This is an optimization exercise on Yosys and OpenROAD, whose aim is small area, not a production implementation. Power and IR drop assume default switching activity.

== the previous run ==
## UART_Data_Processor
module UART_Data_Processor(
    input clk,
    input rst,
    input rx_pin_in,
    input  wire        MISO,
    output wire        MOSI,
    output wire        SPI_CLK,
    output wire        CS_n,
    output [7:0] seg7
);
Size: about 500 cells after synthesis, roughly 130 flip-flops, about 15 I/O pins, about 6000 µm² of cells after synthesis.
Settings: LEC_CHECK=0, CAP_MARGIN=20, CORE_MARGIN=2, CORE_UTILIZATION=65, SLEW_MARGIN=20; clock period 8.0 ns.
standard.sh (not shown) runs the stock make flow with config.mk's settings and CLKGATE_MAP_FILE= SYNTH_SCRIPT=/design/flow/synth_recipe.tcl, a recipe that flattens the netlist after the stock synthesis.
==> flow/flow/run.sh <==
#!/bin/bash
# Standard ORFS layout with tuned clock-tree and port-buffer options.
set -euo pipefail
export CTS_ARGS="-sink_clustering_enable -repair_clock_nets -dont_use_dummy_load -buf_list {sky130_fd_sc_hd__clkbuf_4} -sink_clustering_size 20 -sink_clustering_max_diameter 60"
export BUFFER_PORTS_ARGS="-buffer_cell sky130_fd_sc_hd__buf_1"
bash standard.sh > standard.log 2>&1
The previous run reached the end of the flow, and the finished layout is clean on the timing, design-rule and antenna checks.
Inputs modified between the previous run and the current run:
Settings: putting PLACE_DENSITY at 0.75 where nothing was set.
==> flow/flow/run.sh <==
#!/bin/bash
# Standard ORFS layout with tuned clock-tree and port-buffer options.
set -euo pipefail
export CTS_ARGS="-sink_clustering_enable -repair_clock_nets -dont_use_dummy_load -buf_list {sky130_fd_sc_hd__clkbuf_4} -sink_clustering_size 20 -sink_clustering_max_diameter 40"
export BUFFER_PORTS_ARGS="-buffer_cell sky130_fd_sc_hd__buf_1"
bash standard.sh > standard.log 2>&1
==> comparison <==
Diff the previous run -> the current run | achievable frequency | up slightly. Looking at the previous run and the current run, the sequential share of cell area is a wash. The current run vs. the previous run: via count up 1.3%, growth of design area from synthesis to finish roughly the same. Looking at the previous run and the current run, the global-route usage is a wash. Fraction of the cycle the final worst path needs: the current run vs the previous run down 0.16 points. Total power divided by cell area delta (the current run -> the previous run): insignificant.
Function was not checked in any run of this note: the RTL went through the layout flow alone.

Another version of the RTL of UART_Data_Processor (not shown whole).
Size in the first run: about 510 cells after synthesis, about 140 flip-flops, ~6300 um2 of cells after synthesis.
clock: 8.0 ns
lec_check: 0
cap_margin: 20
core_margin: 2
core_utilization: 60
cts_buf_list: sky130_fd_sc_hd__clkbuf_4
cts_cluster_diameter: 60
cts_cluster_size: 30
slew_margin: 20
run.sh (not shown) runs the stock make flow with config.mk's settings and CLKGATE_MAP_FILE= SYNTH_SCRIPT=/design/flow/synth_recipe.tcl, a recipe that flattens the netlist after the stock synthesis.
Stock flow here: none of the scripts above is used.
Change:
CORE_UTILIZATION = 40   (was 60)
CTS_BUF_LIST = sky130_fd_sc_hd__clkbuf_8   (was sky130_fd_sc_hd__clkbuf_4)
CTS_CLUSTER_DIAMETER = 100   (was 60)
CTS_CLUSTER_SIZE = 40   (was 30)
Routed wire length goes down by 1.3%. Via count goes down by 1.8%. Clock skew goes down by 0.0036 ns. Worst setup slack gains 0.14 ns. Synthesized cell count does not change. Global-route usage goes down by 6.9 points. Final area goes up by 3.5%. Critical path depth stays the same.
No functional check of the RTL was part of any run of this note.

run 1:
UART_Data_Processor, a different RTL version from the one above (not shown whole).
For scale: ~500 cells after synthesis, about 140 flip-flops.
Settings: LEC_CHECK=0, CAP_MARGIN=20, CORE_MARGIN=2, CORE_UTILIZATION=40, SLEW_MARGIN=20; clock period 8.0 ns.
standard.sh (not shown) runs the stock make flow with config.mk's settings and CLKGATE_MAP_FILE= SYNTH_SCRIPT=/design/flow/synth_recipe.tcl, a recipe that flattens the netlist after the stock synthesis.
==> flow/flow/run.sh <==
#!/bin/bash
# Standard ORFS layout with tuned clock-tree and port-buffer options.
set -euo pipefail
export CTS_ARGS="-sink_clustering_enable -repair_clock_nets -dont_use_dummy_load -buf_list {sky130_fd_sc_hd__clkbuf_8} -sink_clustering_size 30 -sink_clustering_max_diameter 80"
export BUFFER_PORTS_ARGS="-buffer_cell sky130_fd_sc_hd__buf_1"
bash standard.sh > standard.log 2>&1
The following lists how run 2 was set up differently from run 1:
==> flow/flow/run.sh <==
#!/bin/bash
# Standard ORFS layout with tuned clock-tree and port-buffer options.
set -euo pipefail
export CTS_ARGS="-sink_clustering_enable -repair_clock_nets -dont_use_dummy_load -buf_list {sky130_fd_sc_hd__clkbuf_4} -sink_clustering_size 20 -sink_clustering_max_diameter 60"
export BUFFER_PORTS_ARGS="-buffer_cell sky130_fd_sc_hd__buf_1"
bash standard.sh > standard.log 2>&1
Findings:
- Run 1 → run 2: routed wire length ~0 delta, data arrival time at the worst-slack endpoint roughly the same, finished layout cell area decreased by about 1.6% relative to the old numbers, depth of the worst hold-timing path now sits at about the same level.
No run of this note included a check of the RTL's function; only the layout flow was run.

port drivers added, routing unchanged:
In the flow no input, the clock included, has a driving cell. The finished layouts below were timed again as built, in two steps.
Step 1: set_driving_cell puts a clkbuf_16 on clk and a buf_2 on each other input, an assumption about the parent block.
Step 2 times the ports against the registers' clock, not the clock port: input delays grow and output delays shrink by t, the midpoint of the rising clock arrivals with the driver on.
a / b / c = ideal / step 1 / step 2; a / b = the first two.
run | t (ns) | slack for setup (ns) | latest minus earliest clock arrival (ns)
the previous run | 0.497 | 3.681 / 3.661 / 3.661 | 0.065 / 0.066
the current run | 0.520 | 3.694 / 3.674 / 3.674 | 0.044 / 0.043
the first run of note 2 | 0.540 | 2.979 / 2.956 / 2.956 | 0.018 / 0.017
the second run of note 2 | 0.463 | 3.121 / 3.096 / 3.096 | 0.016 / 0.016
run 1 | 0.450 | 3.565 / 3.544 / 3.544 | 0.029 / 0.029
run 2 | 0.545 | 3.569 / 3.549 / 3.549 | 0.050 / 0.050
After both steps setup and hold are still met in every run listed. For the second run of note 2, which loses most, drivers alone change the setup slack by -0.025 ns; drivers and shift together by -0.025 ns.
